Context: an optimization exercise on an open-source flow, tuned for small area and a short achievable clock period. The choices shown serve that exercise and are no tape-out recipe.
Where RTL was checked, it was by simulation tests only, not by an equivalence proof against the original.
No activity file was given, so power comes from the tool's default toggle rates.

==> run a <==
// wavlet
module wavlet(
	input clk,
	input rst_n,
	input [15:0] data_in,
	output reg signed [20:0] data_out_hd,
	output reg signed [20:0] data_out_ld
);
clock: 12.0 ns
lec_check: 0
cap_margin: 20
core_margin: 2
core_utilization: 55
cts_cluster_diameter: 80
cts_cluster_size: 30
slew_margin: 20
standard.sh (not shown) runs the stock make flow with config.mk's settings and CLKGATE_MAP_FILE= SYNTH_SCRIPT=/design/flow/synth_recipe.tcl, a recipe that flattens the netlist after the stock synthesis.
==> flow/flow/run.sh <==
#!/bin/bash
# Own layout flow: the standard synthesis (unchanged), then flipfa2.py, a
# netlist pass that removes inverters (a full adder is
# self-dual, and many gates have a complement cell), then the standard
# layout with plain buffers (buf_1 instead of clkdlybuf4s50_1) on the ports,
# and with ORFS's timing repair aiming at a setup slack of $MARGIN ns (the
# constraints are unchanged: the clock is still the design's period).
# If a layout attempt fails (e.g. a routing fault the extractor rejects), the
# layout steps are run again with a slightly different placement density.
set -uo pipefail
W=$PWD
R=$W/orfs/results/$FLOW_PLATFORM/wavlet/base
bash standard.sh "$R/1_2_yosys.v" > "$W/synth.log" 2>&1 || exit 1
cp "$R/1_2_yosys.v" "$W/yosys_standard.v"
python3 flow/flipfa2.py "$FLOW_HOME/platforms/$FLOW_PLATFORM/lib/sky130_fd_sc_hd__tt_025C_1v80.lib" "$W/yosys_standard.v" "$W/yosys_flipped.v" 1500 > "$W/flipfa.log" 2>&1 || exit 1
cp "$W/yosys_flipped.v" "$R/1_2_yosys.v"
export BUFFER_PORTS_ARGS="-buffer_cell sky130_fd_sc_hd__buf_1"
MARGIN=8.55
n=0
for dens in "" 0.58 0.62 0.55; do
  n=$((n + 1))
  if [[ -n "$dens" ]]; then
    rm -f "$R"/[2-6]_* "$W"/orfs/logs/"$FLOW_PLATFORM"/wavlet/base/[2-6]_*
    bash standard.sh SETUP_SLACK_MARGIN=$MARGIN PLACE_DENSITY=$dens finish > "$W/layout$n.log" 2>&1 && exit 0
  else
    bash standard.sh SETUP_SLACK_MARGIN=$MARGIN finish > "$W/layout$n.log" 2>&1 && exit 0
  fi
done
exit 1
Other scripts of this flow, unchanged in this note and not shown: flow/flow/flipfa2.py
==> run b: changes against run a <==
--- a/flow/design.v
+++ b/flow/design.v
@@ -436,13 +436,13 @@
 wire n426 = ~n424 ^ n421;
 wire n427 = ~n424 & n421;
 wire n428 = hd_s2_14_0 ^ hd_s2_14_1 ^ ~n425;
 wire n429 = (hd_s2_14_0 & hd_s2_14_1) | (hd_s2_14_0 & ~n425) | (hd_s2_14_1 & ~n425);
 wire n430 = hd_s2_15_0 ^ ~hd_s2_15_1;
 wire n431 = hd_s2_15_0 & ~hd_s2_15_1;
-wire [20:0] hd_sum = {1'b0, 1'b0, 1'b0, 1'b0, hd_s1_16_0, hd_s1_15_0, hd_s1_14_0, hd_s1_13_0, hd_s1_12_0, hd_s1_11_0, hd_s1_10_0, hd_s1_9_0, hd_s1_8_0, hd_s1_7_0, hd_s1_6_0, hd_s1_5_0, hd_s1_4_0, hd_s1_3_0, hd_s1_2_0, hd_s1_1_0, hd_s1_0_0} + {1'b0, 1'b0, 1'b0, 1'b0, 1'b0, hd_s1_15_1, hd_s1_14_1, hd_s1_13_1, hd_s1_12_1, hd_s1_11_1, hd_s1_10_1, hd_s1_9_1, hd_s1_8_1, hd_s1_7_1, hd_s1_6_1, hd_s1_5_1, hd_s1_4_1, hd_s1_3_1, hd_s1_2_1, 1'b0, hd_s1_0_1} + 21'd2032128;
+wire [20:0] hd_sum = {1'b0, 1'b0, 1'b0, 1'b0, hd_s1_16_0, hd_s1_15_0, hd_s1_14_0, hd_s1_13_0, hd_s1_12_0, hd_s1_11_0, hd_s1_10_0, ~hd_s1_9_0, ~hd_s1_8_0, ~hd_s1_7_0, ~hd_s1_6_0, ~hd_s1_5_0, ~hd_s1_4_0, ~hd_s1_3_0, ~hd_s1_2_0, hd_s1_1_0, hd_s1_0_0} + {1'b0, 1'b0, 1'b0, 1'b0, 1'b0, ~hd_s1_15_1, ~hd_s1_14_1, ~hd_s1_13_1, ~hd_s1_12_1, ~hd_s1_11_1, hd_s1_10_1, ~hd_s1_9_1, hd_s1_8_1, hd_s1_7_1, hd_s1_6_1, hd_s1_5_1, hd_s1_4_1, hd_s1_3_1, ~hd_s1_2_1, 1'b0, hd_s1_0_1} + 21'd2032128;
 wire n432 = or1[3] ^ ~or1[0];
 wire n433 = ~(or1[3] | ~or1[0]);
 wire n434 = or1[4] ^ ~or1[1];
 wire n435 = or1[4] & ~or1[1];
 wire n436 = or1[5] ^ ~or1[2];
 wire n437 = or1[5] & ~or1[2];
@@ -875,13 +875,13 @@
 wire n864 = n855 ^ n862 ^ ~n857;
 wire n865 = (n855 & n862) | (n855 & ~n857) | (n862 & ~n857);
 wire n866 = n859 ^ n864;
 wire n867 = ~(n859 | n864);
 wire n868 = n863 ^ n865;
 wire n869 = ~(n863 | n865);
-wire [20:0] ld_sum = {1'b0, 1'b0, 1'b0, 1'b0, ld_s1_16_0, ld_s1_15_0, ld_s1_14_0, ld_s1_13_0, ld_s1_12_0, ld_s1_11_0, ld_s1_10_0, ld_s1_9_0, ld_s1_8_0, ld_s1_7_0, ld_s1_6_0, ld_s1_5_0, ld_s1_4_0, ld_s1_3_0, ld_s1_2_0, ld_s1_1_0, ld_s1_0_0} + {1'b0, 1'b0, 1'b0, 1'b0, 1'b0, ld_s1_15_1, ld_s1_14_1, ld_s1_13_1, ld_s1_12_1, ld_s1_11_1, ld_s1_10_1, ld_s1_9_1, ld_s1_8_1, ld_s1_7_1, ld_s1_6_1, ld_s1_5_1, ld_s1_4_1, ld_s1_3_1, ld_s1_2_1, ld_s1_1_1, 1'b0} + 21'd2032128;
+wire [20:0] ld_sum = {1'b0, 1'b0, 1'b0, 1'b0, ld_s1_16_0, ld_s1_15_0, ld_s1_14_0, ld_s1_13_0, ld_s1_12_0, ld_s1_11_0, ~ld_s1_10_0, ld_s1_9_0, ld_s1_8_0, ld_s1_7_0, ld_s1_6_0, ld_s1_5_0, ld_s1_4_0, ld_s1_3_0, ld_s1_2_0, ~ld_s1_1_0, ld_s1_0_0} + {1'b0, 1'b0, 1'b0, 1'b0, 1'b0, ~ld_s1_15_1, ~ld_s1_14_1, ~ld_s1_13_1, ~ld_s1_12_1, ~ld_s1_11_1, ld_s1_10_1, ld_s1_9_1, ~ld_s1_8_1, ~ld_s1_7_1, ~ld_s1_6_1, ~ld_s1_5_1, ~ld_s1_4_1, ~ld_s1_3_1, ~ld_s1_2_1, ~ld_s1_1_1, 1'b0} + 21'd2032128;
 always @(posedge clk or negedge rst_n) begin
 	if (!rst_n) begin
 		ph <= 1'b1;
 		or1 <= 16'd0;
 		or2 <= 16'd0;
 		or3 <= 16'd0;
@@ -920,40 +920,40 @@
 		hd_s2_14_1 <= 1'b0;
 		hd_s2_15_0 <= 1'b0;
 		hd_s2_15_1 <= 1'b0;
 		hd_s1_0_0 <= 1'b0;
 		hd_s1_0_1 <= 1'b0;
 		hd_s1_1_0 <= 1'b0;
-		hd_s1_2_0 <= 1'b1;
-		hd_s1_2_1 <= 1'b1;
-		hd_s1_3_0 <= 1'b1;
+		hd_s1_2_0 <= 1'b0;
+		hd_s1_2_1 <= 1'b0;
+		hd_s1_3_0 <= 1'b0;
 		hd_s1_3_1 <= 1'b0;
-		hd_s1_4_0 <= 1'b1;
+		hd_s1_4_0 <= 1'b0;
 		hd_s1_4_1 <= 1'b0;
-		hd_s1_5_0 <= 1'b1;
+		hd_s1_5_0 <= 1'b0;
 		hd_s1_5_1 <= 1'b0;
-		hd_s1_6_0 <= 1'b1;
+		hd_s1_6_0 <= 1'b0;
 		hd_s1_6_1 <= 1'b0;
-		hd_s1_7_0 <= 1'b1;
+		hd_s1_7_0 <= 1'b0;
 		hd_s1_7_1 <= 1'b0;
-		hd_s1_8_0 <= 1'b1;
+		hd_s1_8_0 <= 1'b0;
 		hd_s1_8_1 <= 1'b0;
-		hd_s1_9_0 <= 1'b1;
-		hd_s1_9_1 <= 1'b1;
+		hd_s1_9_0 <= 1'b0;
+		hd_s1_9_1 <= 1'b0;
 		hd_s1_10_0 <= 1'b0;
 		hd_s1_10_1 <= 1'b0;
 		hd_s1_11_0 <= 1'b0;
-		hd_s1_11_1 <= 1'b1;
+		hd_s1_11_1 <= 1'b0;
 		hd_s1_12_0 <= 1'b0;
-		hd_s1_12_1 <= 1'b1;
+		hd_s1_12_1 <= 1'b0;
 		hd_s1_13_0 <= 1'b0;
-		hd_s1_13_1 <= 1'b1;
+		hd_s1_13_1 <= 1'b0;
 		hd_s1_14_0 <= 1'b0;
-		hd_s1_14_1 <= 1'b1;
+		hd_s1_14_1 <= 1'b0;
 		hd_s1_15_0 <= 1'b0;
-		hd_s1_15_1 <= 1'b1;
+		hd_s1_15_1 <= 1'b0;
 		hd_s1_16_0 <= 1'b0;
 		ld_s2_0_0 <= 1'b0;
 		ld_s2_0_1 <= 1'b0;
 		ld_s2_1_0 <= 1'b0;
 		ld_s2_1_1 <= 1'b0;
 		ld_s2_2_0 <= 1'b0;
@@ -977,42 +977,42 @@
 		ld_s2_11_0 <= 1'b0;
 		ld_s2_11_1 <= 1'b0;
 		ld_s2_12_0 <= 1'b0;
 		ld_s2_12_1 <= 1'b0;
 		ld_s2_13_0 <= 1'b0;
 		ld_s1_0_0 <= 1'b0;
-		ld_s1_1_0 <= 1'b1;
-		ld_s1_1_1 <= 1'b1;
+		ld_s1_1_0 <= 1'b0;
+		ld_s1_1_1 <= 1'b0;
 		ld_s1_2_0 <= 1'b0;
-		ld_s1_2_1 <= 1'b1;
+		ld_s1_2_1 <= 1'b0;
 		ld_s1_3_0 <= 1'b0;
-		ld_s1_3_1 <= 1'b1;
+		ld_s1_3_1 <= 1'b0;
 		ld_s1_4_0 <= 1'b0;
-		ld_s1_4_1 <= 1'b1;
+		ld_s1_4_1 <= 1'b0;
 		ld_s1_5_0 <= 1'b0;
-		ld_s1_5_1 <= 1'b1;
+		ld_s1_5_1 <= 1'b0;
 		ld_s1_6_0 <= 1'b0;
-		ld_s1_6_1 <= 1'b1;
+		ld_s1_6_1 <= 1'b0;
 		ld_s1_7_0 <= 1'b0;
-		ld_s1_7_1 <= 1'b1;
+		ld_s1_7_1 <= 1'b0;
 		ld_s1_8_0 <= 1'b0;
-		ld_s1_8_1 <= 1'b1;
+		ld_s1_8_1 <= 1'b0;
 		ld_s1_9_0 <= 1'b0;
 		ld_s1_9_1 <= 1'b0;
-		ld_s1_10_0 <= 1'b1;
+		ld_s1_10_0 <= 1'b0;
 		ld_s1_10_1 <= 1'b0;
 		ld_s1_11_0 <= 1'b0;
-		ld_s1_11_1 <= 1'b1;
+		ld_s1_11_1 <= 1'b0;
 		ld_s1_12_0 <= 1'b0;
-		ld_s1_12_1 <= 1'b1;
+		ld_s1_12_1 <= 1'b0;
 		ld_s1_13_0 <= 1'b0;
-		ld_s1_13_1 <= 1'b1;
+		ld_s1_13_1 <= 1'b0;
 		ld_s1_14_0 <= 1'b0;
-		ld_s1_14_1 <= 1'b1;
+		ld_s1_14_1 <= 1'b0;
 		ld_s1_15_0 <= 1'b0;
-		ld_s1_15_1 <= 1'b1;
+		ld_s1_15_1 <= 1'b0;
 		ld_s1_16_0 <= 1'b0;
 		data_out_hd <= 21'd0;
 		data_out_ld <= 21'd0;
 	end else begin
 		ph <= ~ph;
 		if (ph) or1 <= data_in;
@@ -1053,40 +1053,40 @@
 		hd_s2_14_1 <= n216;
 		hd_s2_15_0 <= n215;
 		hd_s2_15_1 <= ~n217;
 		hd_s1_0_0 <= ~n254;
 		hd_s1_0_1 <= n258;
 		hd_s1_1_0 <= n274;
-		hd_s1_2_0 <= n275;
-		hd_s1_2_1 <= n290;
-		hd_s1_3_0 <= n291;
+		hd_s1_2_0 <= ~n275;
+		hd_s1_2_1 <= ~n290;
+		hd_s1_3_0 <= ~n291;
 		hd_s1_3_1 <= ~n306;
-		hd_s1_4_0 <= ~n307;
+		hd_s1_4_0 <= n307;
 		hd_s1_4_1 <= ~n322;
-		hd_s1_5_0 <= ~n323;
+		hd_s1_5_0 <= n323;
 		hd_s1_5_1 <= ~n338;
-		hd_s1_6_0 <= ~n339;
+		hd_s1_6_0 <= n339;
 		hd_s1_6_1 <= ~n354;
-		hd_s1_7_0 <= ~n355;
+		hd_s1_7_0 <= n355;
 		hd_s1_7_1 <= ~n370;
-		hd_s1_8_0 <= ~n371;
+		hd_s1_8_0 <= n371;
 		hd_s1_8_1 <= ~n384;
-		hd_s1_9_0 <= ~n385;
-		hd_s1_9_1 <= ~n396;
+		hd_s1_9_0 <= n385;
+		hd_s1_9_1 <= n396;
 		hd_s1_10_0 <= ~n397;
 		hd_s1_10_1 <= n408;
 		hd_s1_11_0 <= n409;
-		hd_s1_11_1 <= ~n416;
+		hd_s1_11_1 <= n416;
 		hd_s1_12_0 <= ~n417;
-		hd_s1_12_1 <= n422;
+		hd_s1_12_1 <= ~n422;
 		hd_s1_13_0 <= n423;
-		hd_s1_13_1 <= n426;
+		hd_s1_13_1 <= ~n426;
 		hd_s1_14_0 <= n427;
-		hd_s1_14_1 <= n428;
+		hd_s1_14_1 <= ~n428;
 		hd_s1_15_0 <= n429;
-		hd_s1_15_1 <= n430;
+		hd_s1_15_1 <= ~n430;
 		hd_s1_16_0 <= n431;
 		ld_s2_0_0 <= ~n473;
 		ld_s2_0_1 <= ~n475;
 		ld_s2_1_0 <= n485;
 		ld_s2_1_1 <= n487;
 		ld_s2_2_0 <= ~n488;
@@ -1110,42 +1110,42 @@
 		ld_s2_11_0 <= ~n586;
 		ld_s2_11_1 <= n589;
 		ld_s2_12_0 <= ~n590;
 		ld_s2_12_1 <= ~n591;
 		ld_s2_13_0 <= n592;
 		ld_s1_0_0 <= n638;
-		ld_s1_1_0 <= n639;
-		ld_s1_1_1 <= n658;
+		ld_s1_1_0 <= ~n639;
+		ld_s1_1_1 <= ~n658;
 		ld_s1_2_0 <= n659;
-		ld_s1_2_1 <= n678;
+		ld_s1_2_1 <= ~n678;
 		ld_s1_3_0 <= n679;
-		ld_s1_3_1 <= n698;
+		ld_s1_3_1 <= ~n698;
 		ld_s1_4_0 <= n699;
-		ld_s1_4_1 <= n718;
+		ld_s1_4_1 <= ~n718;
 		ld_s1_5_0 <= n719;
-		ld_s1_5_1 <= n738;
+		ld_s1_5_1 <= ~n738;
 		ld_s1_6_0 <= n739;
-		ld_s1_6_1 <= n758;
+		ld_s1_6_1 <= ~n758;
 		ld_s1_7_0 <= n759;
-		ld_s1_7_1 <= n778;
+		ld_s1_7_1 <= ~n778;
 		ld_s1_8_0 <= n779;
-		ld_s1_8_1 <= n796;
+		ld_s1_8_1 <= ~n796;
 		ld_s1_9_0 <= n797;
 		ld_s1_9_1 <= n812;
-		ld_s1_10_0 <= n813;
+		ld_s1_10_0 <= ~n813;
 		ld_s1_10_1 <= ~n826;
 		ld_s1_11_0 <= ~n827;
-		ld_s1_11_1 <= ~n838;
+		ld_s1_11_1 <= n838;
 		ld_s1_12_0 <= ~n839;
-		ld_s1_12_1 <= n850;
+		ld_s1_12_1 <= ~n850;
 		ld_s1_13_0 <= n851;
-		ld_s1_13_1 <= n860;
+		ld_s1_13_1 <= ~n860;
 		ld_s1_14_0 <= n861;
-		ld_s1_14_1 <= n866;
+		ld_s1_14_1 <= ~n866;
 		ld_s1_15_0 <= n867;
-		ld_s1_15_1 <= n868;
+		ld_s1_15_1 <= ~n868;
 		ld_s1_16_0 <= n869;
 		data_out_hd <= hd_sum;
 		data_out_ld <= ld_sum;
 	end
 end
 endmodule
==> flow/flow/run.sh (replaced) <==
#!/bin/bash
# Own layout flow: the standard synthesis (unchanged), then flipfa2.py, a
# netlist pass that removes inverters (a full adder is
# self-dual, and many gates have a complement cell), then the standard
# layout with plain buffers (buf_4 instead of clkdlybuf4s50_1) on the ports,
# and with ORFS's timing repair aiming at a setup slack of $MARGIN ns (the
# constraints are unchanged: the clock is still the design's period).
# If a layout attempt fails (e.g. a routing fault the extractor rejects), the
# layout steps are run again with a slightly different placement density.
set -uo pipefail
W=$PWD
R=$W/orfs/results/$FLOW_PLATFORM/wavlet/base
bash standard.sh "$R/1_2_yosys.v" > "$W/synth.log" 2>&1 || exit 1
cp "$R/1_2_yosys.v" "$W/yosys_standard.v"
python3 flow/flipfa2.py "$FLOW_HOME/platforms/$FLOW_PLATFORM/lib/sky130_fd_sc_hd__tt_025C_1v80.lib" "$W/yosys_standard.v" "$W/yosys_flipped.v" 1500 > "$W/flipfa.log" 2>&1 || exit 1
cp "$W/yosys_flipped.v" "$R/1_2_yosys.v"
export BUFFER_PORTS_ARGS="-buffer_cell sky130_fd_sc_hd__buf_4"
MARGIN=8.45
n=0
for dens in "" 0.58 0.62 0.55; do
  n=$((n + 1))
  if [[ -n "$dens" ]]; then
    rm -f "$R"/[2-6]_* "$W"/orfs/logs/"$FLOW_PLATFORM"/wavlet/base/[2-6]_*
    bash standard.sh SETUP_SLACK_MARGIN=$MARGIN PLACE_DENSITY=$dens finish > "$W/layout$n.log" 2>&1 && exit 0
  else
    bash standard.sh SETUP_SLACK_MARGIN=$MARGIN finish > "$W/layout$n.log" 2>&1 && exit 0
  fi
done
exit 1
- CORE_UTILIZATION: 55 -> 68
==> run notes <==
item                                                                                  run a                    run b
M1 WL                                                                              16750 um                 14790 um
Max FO, Critical Path                                                                     2                        6
Vias after detailed routing                                                            9224                     9663
Clock latency on the worst-skew pair                                                0.53 ns                  0.51 ns
Multi-input combinational cell count                                                    759                      774
Row cnt                                                                                  65                       59
Number of buffer and inverter instances along the worst setup path                        0                        1
End-of-flow core utilization                                                         61.31%                   74.79%
Comb power                                                                          3.13 mW                  3.45 mW
CTS clk-pin slew, worst paths                                                       0.09 ns                  0.10 ns
Smallest setup slack after layout                                                  8.546 ns                 8.543 ns
Run status                                                          complete, no violations  complete, no violations
NetSw                                                                              2.175 mW                 2.327 mW
Register area                                                                    6574 sq um               6531 sq um
WL/cell                                                                            21.61 um                 21.82 um
Reg2Reg Capture Point                                                             ld_s1_0_0                hd_s2_1_1
For run a, only the layout was checked, not whether the RTL still works.

re-timing with driven ports:
Ports are ideal in the flow. The routed layouts listed here were re-timed in OpenROAD.
Step 1 sets driving cells, clkbuf_16 on the clock port and buf_2 on the other inputs (assumed; they add their load-dependent delay and slew).
Step 2 times the ports against the registers' clock, not the clock port: input delays grow and output delays shrink by t, the midpoint of the rising clock arrivals with the driver on.
a / b / c = ideal ports / drivers / drivers and shift; a / b = the first two.
| run | t, ns | setup WS [ns] | worst data-port slew with drivers (ns) |
|---|---|---|---|
| run a | 0.564 | 8.546 / 8.517 / 8.298 | 0.03 |
| run b | 0.544 | 8.543 / 8.514 / 8.223 | 0.05 |
After both steps setup and hold are still met in every run listed. The setup slack of run b, which loses most, moves by -0.029 ns with the drivers and by -0.320 ns with both steps. Setup slack includes reset recovery checks.
